What follows belongs to an exercise in optimizing a design on an open flow for small area; a production flow would make more cautious choices.
Only simulation tests tie the RTL to the original design; equivalence was not proved.
Power and IR drop assume default switching activity.

**flow/config.mk**
```make
export PLATFORM = sky130hd
export DESIGN_NAME = NV_soDLA_CACC_calculator_gate
export DESIGN_NICKNAME = NV_soDLA_CACC_calculator_gate
export VERILOG_FILES = /design/flow/design.v
export SDC_FILE = /design/flow/constraint.sdc
export NUM_CORES = 8
export LEC_CHECK = 0
export ABC_AREA = 1
export CAP_MARGIN = 20
export CORE_AREA = 4 4 1196 1196
export DIE_AREA = 0 0 1200 1200
export PLACE_DENSITY = 0.6
export SLEW_MARGIN = 20
```
**flow/constraint.sdc**
```tcl
create_clock -name core_clock -period 10.0 [get_ports {io_nvdla_core_clk}]
set_input_delay 2.0000 -clock core_clock [delete_from_list [all_inputs] [get_ports {io_nvdla_core_clk}]]
set_output_delay 2.0000 -clock core_clock [all_outputs]
set_load 0.01 [all_outputs]
```
**flow/design.v**
```verilog
module cacc_lane(
  input         clk,
  input  [21:0] data,
  input  [33:0] op,
  input         mask,
  input         rv,
  input         f0,      
  input         f1,
  input         f2,
  input  [4:0]  ts,      
  input  [29:0] smask,   
  output reg    ns,      
  output [33:0] res      
);
  genvar i;
  wire [33:0] b = op & {34{rv}};
  wire [13:0] sa;
  wire [14:0] ca;
  assign ca[0] = 1'b0;
  generate for (i = 0; i < 14; i = i + 1) begin : g_a
    assign sa[i] = data[i] ^ b[i] ^ ca[i];
    assign ca[i+1] = (data[i] & b[i]) | (ca[i] & (data[i] ^ b[i]));
  end endgenerate
  wire [7:0] sb;
  wire [8:0] cb;
  assign cb[0] = 1'b0;
  generate for (i = 0; i < 8; i = i + 1) begin : g_b
    assign sb[i] = data[14+i] ^ b[14+i] ^ cb[i];
    assign cb[i+1] = (data[14+i] & b[14+i]) | (cb[i] & (data[14+i] ^ b[14+i]));
  end endgenerate
  wire [12:0] u = {b[33], b[33:22]};
  wire [12:0] sc;
  wire [13:0] zc;    
  assign zc[0] = 1'b1;
  generate for (i = 0; i < 13; i = i + 1) begin : g_c
    assign sc[i] = u[i] ^ (data[21] & zc[i]);
    assign zc[i+1] = zc[i] & ~u[i];
  end endgenerate
  reg [13:0] r_sa;
  reg [7:0]  r_sb;
  reg        r_ca, r_cb, r_m;
  reg [12:0] r_sc;
  always @(posedge clk) begin
    r_sa <= sa; r_ca <= ca[14];
    r_sb <= sb; r_cb <= cb[8];
    r_sc <= sc; r_m <= mask;
  end
  wire [7:0] mb;
  wire [8:0] cm;
  assign cm[0] = r_ca;
  generate for (i = 0; i < 8; i = i + 1) begin : g_mb
    assign mb[i] = r_sb[i] ^ cm[i];
    assign cm[i+1] = r_sb[i] & cm[i];
  end endgenerate
  wire [12:0] mc;
  wire [13:0] cu;
  assign cu[0] = r_cb | cm[8];
  generate for (i = 0; i < 13; i = i + 1) begin : g_mc
    assign mc[i] = r_sc[i] ^ cu[i];
    assign cu[i+1] = r_sc[i] & cu[i];
  end endgenerate
  wire [34:0] sum = {mc, mb, r_sa};
  wire        sign = sum[34];
  wire        ovf = sum[34] ^ sum[33];
  wire        ones = &sum[31:1];
  wire        nf0 = ovf | (sign ^ sum[32]) | (sign ^ sum[31]);
  wire        nf1 = ovf | (sign ^ sum[32]) | (~sign & ones & sum[0]);
  wire        nf2 = ~sign & (ovf | (ones & sum[32]));
  wire        ns1 = r_m & (f0 & nf0 | f1 & nf1 | f2 & nf2);
  wire        ovr = ovf | ns1;
  wire        k1 = r_m & ~ovr;
  wire        k2 = r_m & ovr;
  wire [33:0] pat;
  assign pat[33] = sign;
  assign pat[32] = (ns1 & (f0 | f1)) ? sign : ~sign;
  assign pat[31] = (ns1 & f0) ? sign : ~sign;
  assign pat[30:2] = {29{~sign}};
  assign pat[1] = ~sign & ~(ns1 & f2);
  assign pat[0] = ~sign & ~(ns1 & (f1 | f2));
  wire [33:0] s1 = (sum[33:0] & {34{k1}}) | (pat & {34{k2}});
  wire        sp1 = ~sign | (|(sum[29:0] & smask));
  reg  [33:0] sn;    
  reg         sp;
  always @(posedge clk) begin
    sn <= ~s1;
    ns <= ns1;
    sp <= sp1;
  end
  wire [33:0] s = ~sn;
  wire        sg = s[33];
  wire [34:0] l0 = {sn, 1'b1};
  wire [34:0] l1, l2, l3, l4, l5;
  cacc_shift_level #(.K(1))  u_l1 (.x(l0), .fill(~sg), .s(ts[0]), .y(l1));
  cacc_shift_level #(.K(2))  u_l2 (.x(l1), .fill(sg),  .s(ts[1]), .y(l2));
  cacc_shift_level #(.K(4))  u_l3 (.x(l2), .fill(~sg), .s(ts[2]), .y(l3));
  cacc_shift_level #(.K(8))  u_l4 (.x(l3), .fill(sg),  .s(ts[3]), .y(l4));
  cacc_shift_level #(.K(16)) u_l5 (.x(l4), .fill(~sg), .s(ts[4]), .y(l5));
  wire [34:0] z = l5;
  wire        guide = z[0];
  wire        point5 = guide & sp;
  wire [31:0] sft = z[32:1];
  wire [32:0] ci;
  wire [31:0] fin;
  assign ci[0] = point5;
  generate for (i = 0; i < 32; i = i + 1) begin : g_inc
    assign fin[i] = sft[i] ^ ci[i];
    if (i == 15)
      assign ci[i+1] = point5 & (&sft[15:0]);
    else
      assign ci[i+1] = sft[i] & ci[i];
  end endgenerate
  reg  [33:0] r3;
  always @(posedge clk) r3 <= {s[33:32], fin};
  assign res = r3;
endmodule
module cacc_shift_level #(parameter K = 1) (
  input  [34:0] x,
  input         fill,
  input         s,
  output [34:0] y
);
  wire [69:0] xe = {{35{fill}}, x};
  assign y = ~(s ? xe[K +: 35] : x);
endmodule
module cacc_popcount32(input [31:0] x, output [5:0] y);
  wire t1, t2, t3, t4, t5, t6, t7, t8, t9, t10, t11, t12, t13, t14, t15, t16, t17, t18, t19, t20, t21, t22, t23, t24, t25, t26, t27, t28, t29, t30, t31, t32, t33, t34, t35, t36, t37, t38, t39, t40, t41, t42, t43, t44, t45, t46, t47, t48, t49, t50, t51, t52, t53, t54, t55, t56, t57, t58, t59, t60, t61, t62;
  assign t1 = x[0] ^ x[1] ^ x[2];
  assign t2 = (x[0] & x[1]) | (x[2] & (x[0] ^ x[1]));
  assign t3 = x[3] ^ x[4] ^ x[5];
  assign t4 = (x[3] & x[4]) | (x[5] & (x[3] ^ x[4]));
  assign t5 = x[6] ^ x[7] ^ x[8];
  assign t6 = (x[6] & x[7]) | (x[8] & (x[6] ^ x[7]));
  assign t7 = x[9] ^ x[10] ^ x[11];
  assign t8 = (x[9] & x[10]) | (x[11] & (x[9] ^ x[10]));
  assign t9 = x[12] ^ x[13] ^ x[14];
  assign t10 = (x[12] & x[13]) | (x[14] & (x[12] ^ x[13]));
  assign t11 = x[15] ^ x[16] ^ x[17];
  assign t12 = (x[15] & x[16]) | (x[17] & (x[15] ^ x[16]));
  assign t13 = x[18] ^ x[19] ^ x[20];
  assign t14 = (x[18] & x[19]) | (x[20] & (x[18] ^ x[19]));
  assign t15 = x[21] ^ x[22] ^ x[23];
  assign t16 = (x[21] & x[22]) | (x[23] & (x[21] ^ x[22]));
  assign t17 = x[24] ^ x[25] ^ x[26];
  assign t18 = (x[24] & x[25]) | (x[26] & (x[24] ^ x[25]));
  assign t19 = x[27] ^ x[28] ^ x[29];
  assign t20 = (x[27] & x[28]) | (x[29] & (x[27] ^ x[28]));
  assign t21 = x[30] ^ x[31] ^ t1;
  assign t22 = (x[30] & x[31]) | (t1 & (x[30] ^ x[31]));
  assign t23 = t3 ^ t5 ^ t7;
  assign t24 = (t3 & t5) | (t7 & (t3 ^ t5));
  assign t25 = t9 ^ t11 ^ t13;
  assign t26 = (t9 & t11) | (t13 & (t9 ^ t11));
  assign t27 = t15 ^ t17 ^ t19;
  assign t28 = (t15 & t17) | (t19 & (t15 ^ t17));
  assign t29 = t21 ^ t23 ^ t25;
  assign t30 = (t21 & t23) | (t25 & (t21 ^ t23));
  assign t31 = t27 ^ t29;
  assign t32 = t27 & t29;
  assign y[0] = t31;
  assign t33 = t2 ^ t4 ^ t6;
  assign t34 = (t2 & t4) | (t6 & (t2 ^ t4));
  assign t35 = t8 ^ t10 ^ t12;
  assign t36 = (t8 & t10) | (t12 & (t8 ^ t10));
  assign t37 = t14 ^ t16 ^ t18;
  assign t38 = (t14 & t16) | (t18 & (t14 ^ t16));
  assign t39 = t20 ^ t22 ^ t24;
  assign t40 = (t20 & t22) | (t24 & (t20 ^ t22));
  assign t41 = t26 ^ t28 ^ t30;
  assign t42 = (t26 & t28) | (t30 & (t26 ^ t28));
  assign t43 = t32 ^ t33 ^ t35;
  assign t44 = (t32 & t33) | (t35 & (t32 ^ t33));
  assign t45 = t37 ^ t39 ^ t41;
  assign t46 = (t37 & t39) | (t41 & (t37 ^ t39));
  assign t47 = t43 ^ t45;
  assign t48 = t43 & t45;
  assign y[1] = t47;
  assign t49 = t34 ^ t36 ^ t38;
  assign t50 = (t34 & t36) | (t38 & (t34 ^ t36));
  assign t51 = t40 ^ t42 ^ t44;
  assign t52 = (t40 & t42) | (t44 & (t40 ^ t42));
  assign t53 = t46 ^ t48 ^ t49;
  assign t54 = (t46 & t48) | (t49 & (t46 ^ t48));
  assign t55 = t51 ^ t53;
  assign t56 = t51 & t53;
  assign y[2] = t55;
  assign t57 = t50 ^ t52 ^ t54;
  assign t58 = (t50 & t52) | (t54 & (t50 ^ t52));
  assign t59 = t56 ^ t57;
  assign t60 = t56 & t57;
  assign y[3] = t59;
  assign t61 = t58 ^ t60;
  assign t62 = t58 & t60;
  assign y[4] = t61;
  assign y[5] = t62;
endmodule
module NV_soDLA_CACC_calculator_gate(
  input           io_nvdla_core_clk,
  input           io_nvdla_core_rstn,
  input  [1087:0] io_abuf_rd_data,
  output          io_abuf_wr_addr_valid,
  output [5:0]    io_abuf_wr_addr_bits,
  output [1087:0] io_abuf_wr_data,
  output          io_dlv_valid,
  output          io_dlv_mask,
  output [1023:0] io_dlv_data,
  output [1:0]    io_dlv_pd,
  input           io_accu_ctrl_valid,
  input  [12:0]   io_accu_ctrl_pd,
  input           io_accu_ctrl_ram_valid,
  input  [4:0]    io_cfg_truncate,
  input  [21:0]   io_mac_a2accu_data_0,
  input  [21:0]   io_mac_a2accu_data_1,
  input  [21:0]   io_mac_a2accu_data_2,
  input  [21:0]   io_mac_a2accu_data_3,
  input  [21:0]   io_mac_a2accu_data_4,
  input  [21:0]   io_mac_a2accu_data_5,
  input  [21:0]   io_mac_a2accu_data_6,
  input  [21:0]   io_mac_a2accu_data_7,
  input  [21:0]   io_mac_a2accu_data_8,
  input  [21:0]   io_mac_a2accu_data_9,
  input  [21:0]   io_mac_a2accu_data_10,
  input  [21:0]   io_mac_a2accu_data_11,
  input  [21:0]   io_mac_a2accu_data_12,
  input  [21:0]   io_mac_a2accu_data_13,
  input  [21:0]   io_mac_a2accu_data_14,
  input  [21:0]   io_mac_a2accu_data_15,
  input  [15:0]   io_mac_a2accu_mask,
  input           io_mac_a2accu_pvld,
  input  [21:0]   io_mac_b2accu_data_0,
  input  [21:0]   io_mac_b2accu_data_1,
  input  [21:0]   io_mac_b2accu_data_2,
  input  [21:0]   io_mac_b2accu_data_3,
  input  [21:0]   io_mac_b2accu_data_4,
  input  [21:0]   io_mac_b2accu_data_5,
  input  [21:0]   io_mac_b2accu_data_6,
  input  [21:0]   io_mac_b2accu_data_7,
  input  [21:0]   io_mac_b2accu_data_8,
  input  [21:0]   io_mac_b2accu_data_9,
  input  [21:0]   io_mac_b2accu_data_10,
  input  [21:0]   io_mac_b2accu_data_11,
  input  [21:0]   io_mac_b2accu_data_12,
  input  [21:0]   io_mac_b2accu_data_13,
  input  [21:0]   io_mac_b2accu_data_14,
  input  [21:0]   io_mac_b2accu_data_15,
  input  [15:0]   io_mac_b2accu_mask,
  input           io_mac_b2accu_pvld,
  output [31:0]   io_dp2reg_sat_count
);
  wire clk = io_nvdla_core_clk;
  wire rst = ~io_nvdla_core_rstn;
  reg  [5:0] pd_addr;
  reg        pd_stripe, pd_chend, pd_layer;
  always @(posedge clk) begin
    if (rst) begin
      pd_addr <= 6'h0; pd_stripe <= 1'b0; pd_chend <= 1'b0; pd_layer <= 1'b0;
    end else if (io_accu_ctrl_valid) begin
      pd_addr <= io_accu_ctrl_pd[5:0];
      pd_stripe <= io_accu_ctrl_pd[9];
      pd_chend <= io_accu_ctrl_pd[10];
      pd_layer <= io_accu_ctrl_pd[11];
    end
  end
  reg pv1, pv2, calc_valid;
  always @(posedge clk) begin
    pv1 <= io_mac_a2accu_pvld | io_mac_b2accu_pvld;
    pv2 <= pv1;
    calc_valid <= pv2;
  end
  reg wr1, wr2, wr3, dl1, dl2, dl3;
  always @(posedge clk) begin
    if (rst) begin
      wr1 <= 1'b0; wr2 <= 1'b0; wr3 <= 1'b0; dl1 <= 1'b0; dl2 <= 1'b0; dl3 <= 1'b0;
    end else begin
      wr1 <= calc_valid & ~pd_chend; wr2 <= wr1; wr3 <= wr2;
      dl1 <= calc_valid & pd_chend; dl2 <= dl1; dl3 <= dl2;
    end
  end
  reg [5:0] addr1, addr2, addr3;
  reg [1:0] pe1, pe2, pe3;
  always @(posedge clk) begin
    addr1 <= pd_addr; addr2 <= addr1;
    pe1 <= {pd_layer, pd_stripe}; pe2 <= pe1;
    if (rst) begin
      addr3 <= 6'h0; pe3 <= 2'h0;
    end else begin
      if (wr2) addr3 <= addr2;
      if (dl2) pe3 <= pe2;
    end
  end
  assign io_abuf_wr_addr_valid = wr3;
  assign io_abuf_wr_addr_bits = addr3;
  assign io_dlv_valid = dl3;
  assign io_dlv_mask = dl3;
  assign io_dlv_pd = pe3;
  reg  [4:0] ts;
  always @(posedge clk) ts <= dl1 ? io_cfg_truncate : 5'h0;
  wire [4:0] t = ts;
  wire f0 = dl1 & (io_cfg_truncate == 5'd0);
  wire f1 = dl1 & (io_cfg_truncate == 5'd1);
  wire f2 = dl1 & (io_cfg_truncate == 5'd2);
  wire [29:0] smask;
  genvar j;
  generate
    for (j = 0; j < 30; j = j + 1) begin : g_sm
      assign smask[j] = ({1'b0, io_cfg_truncate} >= j + 2) && ({1'b0, io_cfg_truncate} <= j + 16);
    end
  endgenerate
  wire [351:0] adata = {io_mac_a2accu_data_15, io_mac_a2accu_data_14, io_mac_a2accu_data_13, io_mac_a2accu_data_12, io_mac_a2accu_data_11, io_mac_a2accu_data_10, io_mac_a2accu_data_9, io_mac_a2accu_data_8, io_mac_a2accu_data_7, io_mac_a2accu_data_6, io_mac_a2accu_data_5, io_mac_a2accu_data_4, io_mac_a2accu_data_3, io_mac_a2accu_data_2, io_mac_a2accu_data_1, io_mac_a2accu_data_0};
  wire [351:0] bdata = {io_mac_b2accu_data_15, io_mac_b2accu_data_14, io_mac_b2accu_data_13, io_mac_b2accu_data_12, io_mac_b2accu_data_11, io_mac_b2accu_data_10, io_mac_b2accu_data_9, io_mac_b2accu_data_8, io_mac_b2accu_data_7, io_mac_b2accu_data_6, io_mac_b2accu_data_5, io_mac_b2accu_data_4, io_mac_b2accu_data_3, io_mac_b2accu_data_2, io_mac_b2accu_data_1, io_mac_b2accu_data_0};
  wire [703:0] ldata = {bdata, adata};
  wire [31:0]  lmask = {io_mac_b2accu_mask, io_mac_a2accu_mask};
  wire [31:0]  lns;
  genvar k;
  generate
    for (k = 0; k < 32; k = k + 1) begin : g_lane
      wire [33:0] res;
      cacc_lane u (
        .clk(clk), .data(ldata[22*k +: 22]), .op(io_abuf_rd_data[34*k +: 34]),
        .mask(lmask[k]), .rv(io_accu_ctrl_ram_valid), .ts(ts), .smask(smask),
        .f0(f0), .f1(f1), .f2(f2), .ns(lns[k]), .res(res));
      assign io_abuf_wr_data[34*k +: 34] = res;
      assign io_dlv_data[32*k +: 32] = res[31:0];
    end
  endgenerate
  wire [5:0] n2;
  cacc_popcount32 u_pc (.x(lns), .y(n2));
  reg  [5:0] n3;
  always @(posedge clk) n3 <= n2;
  reg end_d1, clr3;
  reg [31:0] sat_count;
  wire end_now = &pe2;
  wire [32:0] sc_c;
  wire [31:0] sc_s;
  assign sc_c[0] = 1'b0;
  genvar m;
  generate for (m = 0; m < 32; m = m + 1) begin : g_cnt
    if (m < 6) begin
      assign sc_s[m] = sat_count[m] ^ n3[m] ^ sc_c[m];
      assign sc_c[m+1] = (sat_count[m] & n3[m]) | (sc_c[m] & (sat_count[m] ^ n3[m]));
    end else begin
      assign sc_s[m] = sat_count[m] ^ sc_c[m];
      assign sc_c[m+1] = sat_count[m] & sc_c[m];
    end
  end endgenerate
  always @(posedge clk) begin
    if (rst) begin
      end_d1 <= 1'b1; clr3 <= 1'b0; sat_count <= 32'h0;
    end else begin
      if (dl2) end_d1 <= end_now;
      clr3 <= dl2 & ~end_now & end_d1;
      sat_count <= clr3 ? {26'h0, n3} : sc_s | {32{sc_c[32]}};
    end
  end
  assign io_dp2reg_sat_count = sat_count;
endmodule
```
**flow/flow/run.sh**
```bash
#!/bin/bash
# The standard layout with these changes:
#  - synthesis reads flow/shift_cells.v in place of the RTL module
#    cacc_shift_level: the same function, each bit one o22ai cell, so that
#    each shifter level maps to that cell (ABC alone maps it to larger
#    muxes);
#  - synthesis maps with an area-oriented ABC script (flow/abc_area.script,
#    ABC's &nf mapper) in place of ORFS's, and skips the generic ABC pass
#    inside Yosys's synth (SYNTH_ARGS=-noabc) so that the adders written as
#    full and half adders map to those cells without extra inverters;
#    everything else is the standard synthesis, so the registers are
#    the same;
#  - floorplanning removes synthesis buffers instead of upsizing gates for
#    timing before placement (REMOVE_ABC_BUFFERS=1);
#  - the ports are buffered with the smallest buffer, buf_1;
#  - clock tree synthesis uses the arguments in flow/cts_args.txt (no dummy
#    loads, smaller clusters of a smaller buffer);
#  - before pin placement, flow/pins.tcl keeps each lane's ports together on
#    one stretch of the die edge, so that each lane sits next to its ports;
#  - after global routing, flow/grt_post.tcl repairs antennas once more with
#    a margin, to save rounds of antenna repair after detailed routing.
# Each step's full output goes to a log file in this folder.
set -o pipefail
here=$(pwd)
rm -rf scripts_nf
cp -r "$FLOW_HOME/scripts" scripts_nf
cp flow/abc_area.script scripts_nf/abc_area.script
# the design for synthesis: design.v with the shifter level in cells
awk '/^module cacc_shift_level/{skip=1} !skip{print} skip&&/^endmodule/{skip=0}' design.v > design_synth.v
cat flow/shift_cells.v >> design_synth.v
if [ "$(grep -c '^module cacc_shift_level' design_synth.v)" != 1 ] || grep -q 'xe\[K' design_synth.v; then
  echo "run.sh: could not replace cacc_shift_level" >&2; exit 1
fi
sed "s|^export VERILOG_FILES = .*|export VERILOG_FILES = $here/design_synth.v|" config.mk > config_synth.mk
sed "s|DESIGN_CONFIG=[^ ]*|DESIGN_CONFIG=$here/config_synth.mk|" standard.sh > standard_synth.sh
grep -q "DESIGN_CONFIG=$here/config_synth.mk" standard_synth.sh || { echo "run.sh: could not point synthesis at config_synth.mk" >&2; exit 1; }
SCRIPTS_DIR=$here/scripts_nf SYNTH_ARGS=-noabc bash standard_synth.sh synth > synth.log 2>&1 || exit 1
rm -rf scripts_nf
export REMOVE_ABC_BUFFERS=1
# more rounds of antenna repair after detailed routing (the default 5 can
# leave a few violations)
export MAX_REPAIR_ANTENNAS_ITER_DRT=15
export BUFFER_PORTS_ARGS="-buffer_cell sky130_fd_sc_hd__buf_1"
if [ -f flow/cts_args.txt ]; then export CTS_ARGS="$(cat flow/cts_args.txt)"; fi
export PRE_IO_PLACEMENT_TCL=$here/flow/pins.tcl
export POST_GLOBAL_ROUTE_TCL=$here/flow/grt_post.tcl
bash standard.sh > layout.log 2>&1
```
**flow/flow/abc_area.script**
```
strash
&get -n
&syn2
&dch -f
&nf -R 1000 -p -k
&put
```
**flow/flow/cts_args.txt**
```
-sink_clustering_enable -repair_clock_nets -dont_use_dummy_load -sink_clustering_size 15 -sink_clustering_max_diameter 60 -buf_list sky130_fd_sc_hd__clkbuf_8
```
**flow/flow/grt_post.tcl**
```tcl
# After global routing: repair antennas again with a margin on the ratios,
# so that fewer violations are left for the rounds after detailed routing,
# each of which reroutes the whole design; then rewrite the route guides
# for the detailed router.
repair_antennas -ratio_margin 30 -iterations 5
write_guides $::env(RESULTS_DIR)/route.guide
```
**flow/flow/pins.tcl**
```tcl
# Pin plan: each lane's ports sit together on one stretch of the die edge,
# in bit order (operand, data, partial result, final result for bit 0, then
# bit 1, ...), so that each lane is laid out next to its own ports.
# Lanes 0..9 on the bottom edge, 10..15 on the right, 16..25 on the top,
# 26..31 on the left; the remaining ports go where place_pins puts them.
proc cacc_lane_pins {k} {
  if {$k < 16} {
    set d io_mac_a2accu_data_$k
    set m "io_mac_a2accu_mask\[$k\]"
  } else {
    set d io_mac_b2accu_data_[expr {$k - 16}]
    set m "io_mac_b2accu_mask\[[expr {$k - 16}]\]"
  }
  set pins [list $m]
  for {set i 0} {$i < 34} {incr i} {
    lappend pins "io_abuf_rd_data\[[expr {34 * $k + $i}]\]"
    if {$i < 22} { lappend pins "$d\[$i\]" }
    lappend pins "io_abuf_wr_data\[[expr {34 * $k + $i}]\]"
    if {$i < 32} { lappend pins "io_dlv_data\[[expr {32 * $k + $i}]\]" }
  }
  return $pins
}
set cacc_block [ord::get_db_block]
set cacc_dbu [$cacc_block getDbUnitsPerMicron]
set cacc_die [$cacc_block getDieArea]
set cacc_w [expr {double([$cacc_die dx]) / $cacc_dbu}]
set cacc_h [expr {double([$cacc_die dy]) / $cacc_dbu}]
# lanes per edge, in the order bottom, right, top, left
set cacc_edges {bottom 10 right 6 top 10 left 6}
set cacc_k 0
foreach {edge n} $cacc_edges {
  set len [expr {$edge eq "bottom" || $edge eq "top" ? $cacc_w : $cacc_h}]
  # leave room at the corners and, on the left and right edges, in the middle
  set margin 20.0
  set span [expr {($len - 2 * $margin) / $n}]
  for {set j 0} {$j < $n} {incr j} {
    set a [expr {$margin + $j * $span + 1.0}]
    set b [expr {$margin + ($j + 1) * $span - 1.0}]
    set_io_pin_constraint -pin_names [cacc_lane_pins $cacc_k] -region $edge:$a-$b
    set_io_pin_constraint -pin_names [cacc_lane_pins $cacc_k] -group -order
    incr cacc_k
  }
}
```
**flow/flow/shift_cells.v**
```verilog
// Cell-level form of the lanes' shifter level, read by synthesis in place of
// the RTL module of the same name: y = ~(s ? x >> K : x), each bit one
// sky130 o22ai, ~((a | ~s) & (b | s)), with one inverter making ~s.
module cacc_shift_level #(parameter K = 1) (
  input  [34:0] x,
  input         fill,
  input         s,
  output [34:0] y
);
  wire sn;
  sky130_fd_sc_hd__inv_1 u_sn (.A(s), .Y(sn));
  genvar i;
  generate for (i = 0; i < 35; i = i + 1) begin : g
    sky130_fd_sc_hd__o22ai_1 u (
      .A1(i + K < 35 ? x[(i + K) % 35] : fill), .A2(sn),
      .B1(x[i]), .B2(s), .Y(y[i]));
  end endgenerate
endmodule
```
**flow/standard.sh**
```bash
#!/bin/bash
# synth_recipe.tcl (not shown) runs the flow's synth.tcl, then flattens the netlist and writes it again
# the make line also repeats each setting of config.mk as NAME=value (left out here)
make -C /OpenROAD-flow-scripts/flow DESIGN_CONFIG=/design/flow/config.mk WORK_HOME=/design/flow/orfs CLKGATE_MAP_FILE= SYNTH_SCRIPT=/design/flow/synth_recipe.tcl "${@:-finish}"
```
==> reports/metrics.cfg, run 1 <==
[sta]
report.final.slew_viol_count = 0
final_hold_viol_count = 0
period_needed_ps = 8260
fmax_mhz = 121
worst_pin_slew_ps = 1340
period_share_pct = 82.6
clock-skew-final_ps = 212
slew_headroom_pct = 10.7
setup_tns_ps = 0
setup_violations = 0

[worst_setup_path]
cp_data_arrival_time_ps = 9310
cpPeakStageDelay_ps = 560
end_kind = flop
ff2ff_setup_slack_ps = 1740
startpoint_type = flop
critPathRequiredTime_ps = 11050
worst_path_max_delay_cell = ha_1
critPathMaxFanout = 31
crit_top_cell = ha_1
path_class = reg2reg

[synth]
ys.flop_type = dfxtp_1
ys_warn_count = 2
async_flop_share_pct = 0
synth_area_leader_cell = dfxtp_1
synth_top_area_share_pct = 39.4
synth_seq_cells = 3543
synthCells = 17900
yosysSeqAreaShare_pct = 39.4
synth_cell_types = 44
avgSynthCellArea_um2 = 10.1
syn_area_mm2 = 0.180
synth_area_leaders = dfxtp_1, o22ai_1, ha_1, fa_1, buf_4
synth_edf_count = 0

[grt]
grt_antenna_before_repair = 81
grt_max_degree = 150
grt-ovfl-total = 0
grt_pass1_wl_mm = 1050
grtUsageTotal_pct = 9.85
grt_pass1_vias = 155000

[floorplan]
die_area_mm2 = 1.44
die_h_mm = 1.20
initial_core_util_pct = 12.7
row_count = 437
pin_count = 4003
die_w_mm = 1.20
core_area_mm2 = 1.42

[clocking]
cts_buffers = 369
htree_levels = 5
ctsRootBufferMaster = clkbuf_8
hold_buffers = 0
clock_latency_ps = 1260
cts_tree = built
clk_pin_slew_worst_paths_ps = 90
cts_num_sinks = 3543
cts.path.max_buffers = 5
post_cts_resized = 0
cts_setup_buffers = 0

[placement]
placement.cell_area_mm2 = 0.215
numPortBuffers = 3998
dp_hpwl_mm = 619
gp_congestion = 0.923

[final_layout]
nets = 25800
seq_area_mm2 = 0.0709
final_common_cell = o22ai_1
synthToLayoutAreaGrowth_pct = 22.3
fillerInstances = 160000
design_area_mm2 = 0.220
final_cell_mix = o22ai_1, buf_1, dfxtp_1
multi_input_area_mm2 = 0.101
drive_above_1_share_pct = 3.62

[power_and_ir_drop]
power_leakage_nw = 80.0
vdd_ir_drop_max_uv = 112
cellPowerDensity_mw_per_mm2 = 167

[drt]
wl_mm = 771
drt.antenna.violating_nets = 0
first_pass_iters = 13
drt-initial-drc-count = 23600
avgViaCountPerCell = 4.17
wire_per_inst_um = 18.9
remaining_drc_errors = 0
num_vias = 170000

[status]
outcome = complete, no violations

[flow_run]
max-cap-violations = 0

[min_path]
hp-class = reg2reg

==> synth_stat cells (18+ instances only) <==
library cell	count
a211oi_1	30
a21boi_0	24
a21o_1	96
a21oi_1	1176
a221oi_1	50
a222oi_1	184
a22o_1	23
a22oi_1	134
a31o_1	32
and2_0	779
and3_1	37
and4_1	63
buf_4	1025
clkinv_1	116
dfxtp_1	3543
fa_1	671
ha_1	1729
inv_1	160
nand2_1	678
nand2b_1	191
nand3_1	192
nand4_1	465
nor2_1	147
nor2b_1	38
nor3_1	18
nor4_1	73
o211ai_1	35
o21ai_0	97
o22ai_1	5537
o311ai_0	48
or2_0	47
or3_1	47
or4_1	54
xnor2_1	219
xor2_1	100
==> through the flow <==
stage	hold slack, ps	power, W	cells	worst slack, ps	utilization [%]
2_1_floorplan	310	0.0240	16900	-24640	-
3_3_place_gp	311	0.0286	40100	897	15.1
3_5_place_dp	312	0.0285	40100	853	15.1
4_1_cts	242	0.0370	40500	1690	15.5
6_report	232	0.0367	40700	1740	15.6
==> report_power, final <==
group | switching (W) | internal [W]
Combinational | 0.00684 | 0.00375
Sequential | 0.00157 | 0.0163
Clock | 0.00501 | 0.00326
==> metal layers <==
metal  track usage [%]  up-vias  part of all wire, %
li1                  -    78100                    -
met1              11.6    79400                   38
met2              15.7    10500                   45
met3              3.40     1895                   11
met4              5.21       47                  6.0
met5            0.0562        -                 0.19
==> state kept, by name, summed over array words and instances, names as in the netlist, 2 cells and up <==
name	cells
g_lane.u.r_sb	256
g_lane.u.ns	32
g_lane.u.r_sa	448
sat_count	32
g_lane.u.r3	1088
g_lane.u.r_ca	32
addr3	6
pe2	2
g_lane.u.sn	1088
pe1	2
g_lane.u.r_sc	416
addr1	6
g_lane.u.r_cb	32
addr2	6
pe3	2
ts	5
g_lane.u.sp	32
pd_addr	6
g_lane.u.r_m	32
n3	6
==> cell type report <==
cell class | count | area share, %
diodes | 241 | 0.274
clock buffers | 369 | 2.30
inverters | 276 | 0.470
multi-input cells | 13100 | 45.9
flip-flops and latches | 3543 | 32.2
well taps | 18900 | 10.7
repair buffers | 4305 | 8.12
==> worst paths after layout <==
kind | from | to | depth (start not counted)
worst min register to register | pd_addr[1] | addr1[1] | 0
worst max register to register | sat_count[0] | sat_count[1] | 33
worst max-delay path | sat_count[0] | sat_count[1] | 33
worst min-delay path | pd_addr[1] | addr1[1] | 0
==> critical path: cells and delay by family, from the launching register on <==
family | cells | cell delay, ps
adder cells (fa/ha/maj) | 32 | 7360
AO/OA/AOI/OAI | 1 | 480
flip-flops | 1 | 320
==> cells by family after synthesis <==
kind of cell | count (synthesis) | share of synthesized area (%)
AOI/OAI and AO/OA | 7520 | 26.1
other | 1 | 0.00208
muxes | 1 | 0.00556
xor gates and xnor gates | 319 | 1.55
DFF | 3543 | 39.4
buffers and inverters | 1301 | 4.85
adders and majority gates | 2400 | 19.5
and+or+nand+nor | 2831 | 8.67
==> inputs of run 2 (changes only) <==
--- a/flow/config.mk
+++ b/flow/config.mk
@@ -9,5 +9,5 @@
 export CAP_MARGIN = 20
 export CORE_AREA = 4 4 1196 1196
 export DIE_AREA = 0 0 1200 1200
-export PLACE_DENSITY = 0.6
+export PLACE_DENSITY = 0.45
 export SLEW_MARGIN = 20
==> reports/metrics.cfg, run 2 <==
[status]
outcome = complete, no violations

[clocking]
cts_buffers = 385
cts_tree = built
clock_latency_ps = 1300
clk_pin_slew_worst_paths_ps = 90
cts_num_sinks = 3543
cts.path.max_buffers = 5
hold_buffers = 0
cts_setup_buffers = 0
htree_levels = 5
post_cts_resized = 0
ctsRootBufferMaster = clkbuf_8

[drt]
drt-initial-drc-count = 17900
num_vias = 168000
wl_mm = 822
wire_per_inst_um = 20.1
avgViaCountPerCell = 4.11
remaining_drc_errors = 0
first_pass_iters = 10
drt.antenna.violating_nets = 0

[sta]
clock-skew-final_ps = 219
holdWs_ps = 286
period_share_pct = 81.8
setup_tns_ps = 0
report.final.slew_viol_count = 0
worst_pin_slew_ps = 1440
final_hold_viol_count = 0
slew_headroom_pct = 4.13
setup_violations = 0
fmax_mhz = 122
period_needed_ps = 8180

[floorplan]
initial_core_util_pct = 12.7
die_area_mm2 = 1.44
die_h_mm = 1.20
pin_count = 4003
core_area_mm2 = 1.42
die_w_mm = 1.20
row_count = 437

[grt]
grt_antenna_before_repair = 96
grt-ovfl-total = 0
grt_max_degree = 158
grtUsageTotal_pct = 10.6
grt_pass1_wl_mm = 1120
grt_pass1_vias = 157000
use_met3_pct = 2.76
busiest_layer = met2
met1_usage_pct = 12.4
gr-usage-met2_pct = 17.9

[power_and_ir_drop]
total_power_w = 0.0373
power_leakage_nw = 80.2
vdd_ir_drop_max_uv = 117
cellPowerDensity_mw_per_mm2 = 169

[synth]
synth_top_family_by_area = compound AO/OA/AOI/OAI gates
ys_warn_count = 2
synth_area_leaders = dfxtp_1, o22ai_1, ha_1, fa_1, buf_4
synth_edf_count = 0
synth_seq_cells = 3543
synth_adder_area_share_pct = 19.5
synth_common_cells = o22ai_1, dfxtp_1, ha_1
ys.flop_type = dfxtp_1
synth_cell_types = 44
synth_top_area_share_pct = 39.4
syn_area_mm2 = 0.180
synthSimpleGateAreaFrac_pct = 8.67
avgSynthCellArea_um2 = 10.1
synth_xor_area_share_pct = 1.55
synth_area_leader_cell = dfxtp_1
async_flop_share_pct = 0
muxShareOfSynthArea_pct = 0.00556
yosysMostFrequentCell = o22ai_1
synthCells = 17900
yosysSeqAreaShare_pct = 39.4
synth_compound_area_share_pct = 26.1

[placement]
placed_cells = 40100
numPortBuffers = 3998
gp_congestion = 0.864
dp_hpwl_mm = 663

[worst_setup_path]
r2r_end = sat_count[4]
end_kind = flop
reg2reg_from = n3[0]
critPathRequiredTime_ps = 11010
path_class = in2reg
cp_data_arrival_time_ps = 9180
ff2ff_setup_slack_ps = 2020
critPathMaxFanout = 123
worstRegToRegCells = 33
startpoint_type = input port

[min_path]
hp-class = reg2reg
hp-start = g_lane[30].u.sn[32]
hold_end = g_lane[30].u.r3[32]
hold_path_depth = 1

[final_layout]
final_common_cell = o22ai_1
final_cell_mix = o22ai_1, buf_1, dfxtp_1
synthToLayoutAreaGrowth_pct = 22.5
reg.largest.list = g_lane.u.r3 x1088, g_lane.u.sn x1088, g_lane.u.r_sa x448
final_cells = 40800
nets = 25900
drive_above_1_share_pct = 3.84
post-route-util_pct = 15.6

[flow_run]
max-cap-violations = 0

[run 2: final cells by class]
cell class | count | area (um2)
Timing Repair Buffer | 4336 | 18100
Multi-Input combinational cell | 13100 | 101000
Tap cell | 18900 | 23600
Antenna cell | 273 | 683
Sequential cell | 3543 | 70900
Fill cell | 161000 | 1200000
Inverter | 276 | 1040
Clock buffer | 385 | 5300
[run 2: critical path: stages]
cell	delay, ps
clkbuf_4	140
buf_12	160
buf_12	410
and2_0	250
ha_1	200
fa_1	420
fa_1	420
fa_1	420
fa_1	440
fa_1	430
fa_1	420
fa_1	420
fa_1	430
fa_1	430
fa_1	430
fa_1	430
fa_1	420
fa_1	470
[run 2: where the power goes]
group	switching (W)	internal (W)
clock network	0.00518	0.00340
logic	0.00698	0.00379
registers	0.00165	0.0163
[run 2: cells by family after synthesis]
| group | Yosys count |
|---|---|
| compound gates | 7520 |
| flops | 3543 |
| simple gates | 2831 |
| fa+ha+maj | 2400 |
| buf+inv | 1301 |
| xor+xnor | 319 |
| other cells | 1 |
| mux | 1 |
[run 2: how the worst max path moves through the flow]
| stage | start | end | slack, ps | cells after the start |
|---|---|---|---|---|
| final | io_accu_ctrl_ram_valid | g_lane[13].u.r_sa[13] | 1820 | 18 |
| after floorplan | ts[1] | g_lane[25].u.r3[31] | -24640 | 24 |
| after global placement | io_accu_ctrl_ram_valid | g_lane[12].u.r_sa[13] | 800 | 18 |
| after detailed placement | io_accu_ctrl_ram_valid | g_lane[12].u.r_sa[13] | 730 | 18 |
| after CTS | sat_count[0] | sat_count[4] | 1960 | 33 |
[run 2: metal layers]
metal	vias up	part of all wire [%]
met5	-	0.061
met4	31	5.1
met3	1676	8.3
met2	8628	48
met1	79100	39
li1	78300	-
[run 2: per-stage QoR]
stage / setup WS, ps / cell area, um2
final: 1820 / 221000
after CTS: 1960 / 220000
after detailed placement: 735 / 215000
after global placement: 800 / 215000
after floorplan: -24640 / 173000
==> inputs of run 3 (changes only) <==
--- a/flow/design.v
+++ b/flow/design.v
@@ -14,19 +14,19 @@
 );
   genvar i;
   wire [33:0] b = op & {34{rv}};
-  wire [13:0] sa;
-  wire [14:0] ca;
+  wire [14:0] sa;
+  wire [15:0] ca;
   assign ca[0] = 1'b0;
-  generate for (i = 0; i < 14; i = i + 1) begin : g_a
+  generate for (i = 0; i < 15; i = i + 1) begin : g_a
     assign sa[i] = data[i] ^ b[i] ^ ca[i];
     assign ca[i+1] = (data[i] & b[i]) | (ca[i] & (data[i] ^ b[i]));
   end endgenerate
-  wire [7:0] sb;
-  wire [8:0] cb;
+  wire [6:0] sb;
+  wire [7:0] cb;
   assign cb[0] = 1'b0;
-  generate for (i = 0; i < 8; i = i + 1) begin : g_b
-    assign sb[i] = data[14+i] ^ b[14+i] ^ cb[i];
-    assign cb[i+1] = (data[14+i] & b[14+i]) | (cb[i] & (data[14+i] ^ b[14+i]));
+  generate for (i = 0; i < 7; i = i + 1) begin : g_b
+    assign sb[i] = data[15+i] ^ b[15+i] ^ cb[i];
+    assign cb[i+1] = (data[15+i] & b[15+i]) | (cb[i] & (data[15+i] ^ b[15+i]));
   end endgenerate
   wire [12:0] u = {b[33], b[33:22]};
   wire [12:0] sc;
@@ -36,25 +36,25 @@
     assign sc[i] = u[i] ^ (data[21] & zc[i]);
     assign zc[i+1] = zc[i] & ~u[i];
   end endgenerate
-  reg [13:0] r_sa;
-  reg [7:0]  r_sb;
+  reg [14:0] r_sa;
+  reg [6:0]  r_sb;
   reg        r_ca, r_cb, r_m;
   reg [12:0] r_sc;
   always @(posedge clk) begin
-    r_sa <= sa; r_ca <= ca[14];
-    r_sb <= sb; r_cb <= cb[8];
+    r_sa <= sa; r_ca <= ca[15];
+    r_sb <= sb; r_cb <= cb[7];
     r_sc <= sc; r_m <= mask;
   end
-  wire [7:0] mb;
-  wire [8:0] cm;
+  wire [6:0] mb;
+  wire [7:0] cm;
   assign cm[0] = r_ca;
-  generate for (i = 0; i < 8; i = i + 1) begin : g_mb
+  generate for (i = 0; i < 7; i = i + 1) begin : g_mb
     assign mb[i] = r_sb[i] ^ cm[i];
     assign cm[i+1] = r_sb[i] & cm[i];
   end endgenerate
   wire [12:0] mc;
   wire [13:0] cu;
-  assign cu[0] = r_cb | cm[8];
+  assign cu[0] = r_cb | cm[7];
   generate for (i = 0; i < 13; i = i + 1) begin : g_mc
     assign mc[i] = r_sc[i] ^ cu[i];
     assign cu[i+1] = r_sc[i] & cu[i];
--- a/flow/config.mk
+++ b/flow/config.mk
@@ -9,5 +9,5 @@
 export CAP_MARGIN = 20
 export CORE_AREA = 4 4 1196 1196
 export DIE_AREA = 0 0 1200 1200
-export PLACE_DENSITY = 0.45
+export PLACE_DENSITY = 0.6
 export SLEW_MARGIN = 20
==> reports/metrics.cfg, run 3 <==
[status]
outcome = complete, no violations

[worst_setup_path]
cp_data_arrival_time_ps = 9670
worstRegToRegCells = 33
ff2ff_setup_slack_ps = 1300
critPathRequiredTime_ps = 10960
reg2reg_from = sat_count[0]
end_kind = flop
cpPeakStageDelay_ps = 720
path_depth = 33
path_delay_family = adder cells
startpoint_type = flop
path_class = reg2reg
crit_path_end = sat_count[2]
worst_path_max_delay_cell = fa_1
cp-startpoint = sat_count[0]
critPathMaxFanout = 7
r2r_end = sat_count[2]
crit_top_cell = ha_1
cp_num_buf_inv = 0

[final_layout]
final_cell_mix = o22ai_1, buf_1, dfxtp_1
design_area_mm2 = 0.220
post-route-util_pct = 15.5
nets = 25800
fillerInstances = 160000
synthToLayoutAreaGrowth_pct = 22.5
final_common_cell = o22ai_1
reg.largest.list = g_lane.u.r3 x1088, g_lane.u.sn x1088, g_lane.u.r_sa x480
drive_above_1_share_pct = 3.68

[sta]
slew_headroom_pct = 2.06
setup_violations = 0
clock-skew-final_ps = 210
worst_pin_slew_ps = 1470
fmax_mhz = 115
setup_tns_ps = 0
holdWs_ps = 284
period_needed_ps = 8700
period_share_pct = 87.0
report.final.slew_viol_count = 0
final_hold_viol_count = 0

[synth]
ys_warn_count = 2
syn_area_mm2 = 0.180
ys.flop_type = dfxtp_1
synth_cell_types = 48
synth_area_leaders = dfxtp_1, o22ai_1, ha_1, fa_1, buf_4
synthCells = 17800
synth_edf_count = 0
yosysSeqAreaShare_pct = 39.5
synth_top_area_share_pct = 39.5
async_flop_share_pct = 0
synth_seq_cells = 3543
synth_common_cells = o22ai_1, dfxtp_1, ha_1
avgSynthCellArea_um2 = 10.1
yosysMostFrequentCell = o22ai_1
synth_area_leader_cell = dfxtp_1

[grt]
grt_max_degree = 145
grt_pass1_vias = 153000
grt-ovfl-total = 0
grt_pass1_wl_mm = 1040
grtUsageTotal_pct = 9.76
grt_antenna_before_repair = 76

[min_path]
hold_path_depth = 1
hp-class = reg2reg

[power_and_ir_drop]
vdd_ir_drop_max_uv = 127
cellPowerDensity_mw_per_mm2 = 167
power_leakage_nw = 79.4

[floorplan]
row_count = 437
initial_core_util_pct = 12.7
core_area_mm2 = 1.42
die_h_mm = 1.20
die_area_mm2 = 1.44
die_w_mm = 1.20
pin_count = 4003

[placement]
gp_congestion = 0.922
placement.cell_area_mm2 = 0.214
numPortBuffers = 3998
dp_hpwl_mm = 614

[clocking]
ctsRootBufferMaster = clkbuf_8
hold_buffers = 0
htree_levels = 5
cts_tree = built
cts_num_sinks = 3543
clk_pin_slew_worst_paths_ps = 90
clock_latency_ps = 1280
cts_buffers = 363
cts.path.max_buffers = 5
post_cts_resized = 0
cts_setup_buffers = 0

[drt]
dr_wl_met2_mm = 349
m1WireLength_mm = 287
drt-initial-drc-count = 23100
dr_wl_met3_mm = 85.7
wire_per_inst_um = 18.8
num_vias = 171000
first_pass_iters = 13
avgViaCountPerCell = 4.19
remaining_drc_errors = 0
topRoutingLayerUsed = met5
wl_mm = 766
drt.antenna.violating_nets = 0

[flow_run]
max-cap-violations = 0

-- run 3: worst min path at each step --
stage                         from                  end  slack [ps]
6_report       g_lane[14].u.sn[32]  g_lane[14].u.r3[32]         280
3_5_place_dp              addr1[0]             addr2[0]         310
3_3_place_gp              addr1[5]             addr2[5]         310
2_1_floorplan             addr1[0]             addr2[0]         310
4_1_cts        g_lane[14].u.sn[32]  g_lane[14].u.r3[32]         300
-- run 3: kinds of logic (layout without fill, tap and decap cells) --
kind of cell	Yosys count	in the layout	share of synthesized area [%]
flip-flops	3543	3543	39.5
adder cells (fa/ha/maj)	2414	2414	19.5
XOR/XNOR	342	342	1.67
other	1	357	0.00209
AO/OA/AOI/OAI	7468	7468	26.0
AND/OR/NAND/NOR	2781	2781	8.45
buffers and inverters	1295	4968	4.84
-- run 3: cell type report --
class	instances	area (um2)	area share, %
diodes	325	813	0.369
repair buffers	4335	18100	8.23
inverters	270	1010	0.460
well taps	18900	23600	10.7
clock buffers	363	5000	2.27
multi-input cells	13000	101000	45.7
flip-flops and latches	3543	70900	32.2
-- run 3: through the flow --
step                      std cells  setup slack, ps  power, W
after floorplan               16900           -24640    0.0241
after global placement        40100              408    0.0286
after detailed placement      40100              355    0.0286
after CTS                     40400             1070    0.0370
final                         40800             1300    0.0368
-- run 3: per-layer routing --
layer	up-vias	track usage, %
met2	11000	15.8
met1	79500	11.4
met5	-	0.106
li1	78000	-
met3	2087	3.36
met4	46	5.06
-- run 3: where the power goes --
group | switching [W] | internal (W)
Combinational | 0.00688 | 0.00378
Clock | 0.00502 | 0.00321
Sequential | 0.00159 | 0.0163

-- static timing again, ports no longer ideal --
The flow's constraints put no driver on any port. The routed layouts listed below were extracted and timed again, unchanged, in two steps. Step 1 sets driving cells, clkbuf_16 on the clock port and buf_2 on the other inputs (assumed; they add their load-dependent delay and slew). Step 2 also shifts input and output timing later by t, the mid clock arrival at the registers, as if the neighbouring blocks saw the same clock. Three values: ideal ports, drivers, drivers and shift; two values: the first two.
run	shift t [ns]	setup WS [ns]	worst register clock-pin slew, ns
run 1	1.256	1.740 / 1.740 / 0.767	0.10 / 0.10
run 2	1.280	1.825 / 1.918 / 0.638	0.11 / 0.11
run 3	1.261	1.300 / 1.300 / 0.346	0.11 / 0.11
After both steps setup and hold are still met in every run listed. For run 2, which loses most, drivers alone change the setup slack by +0.093 ns; drivers and shift together by -1.187 ns.
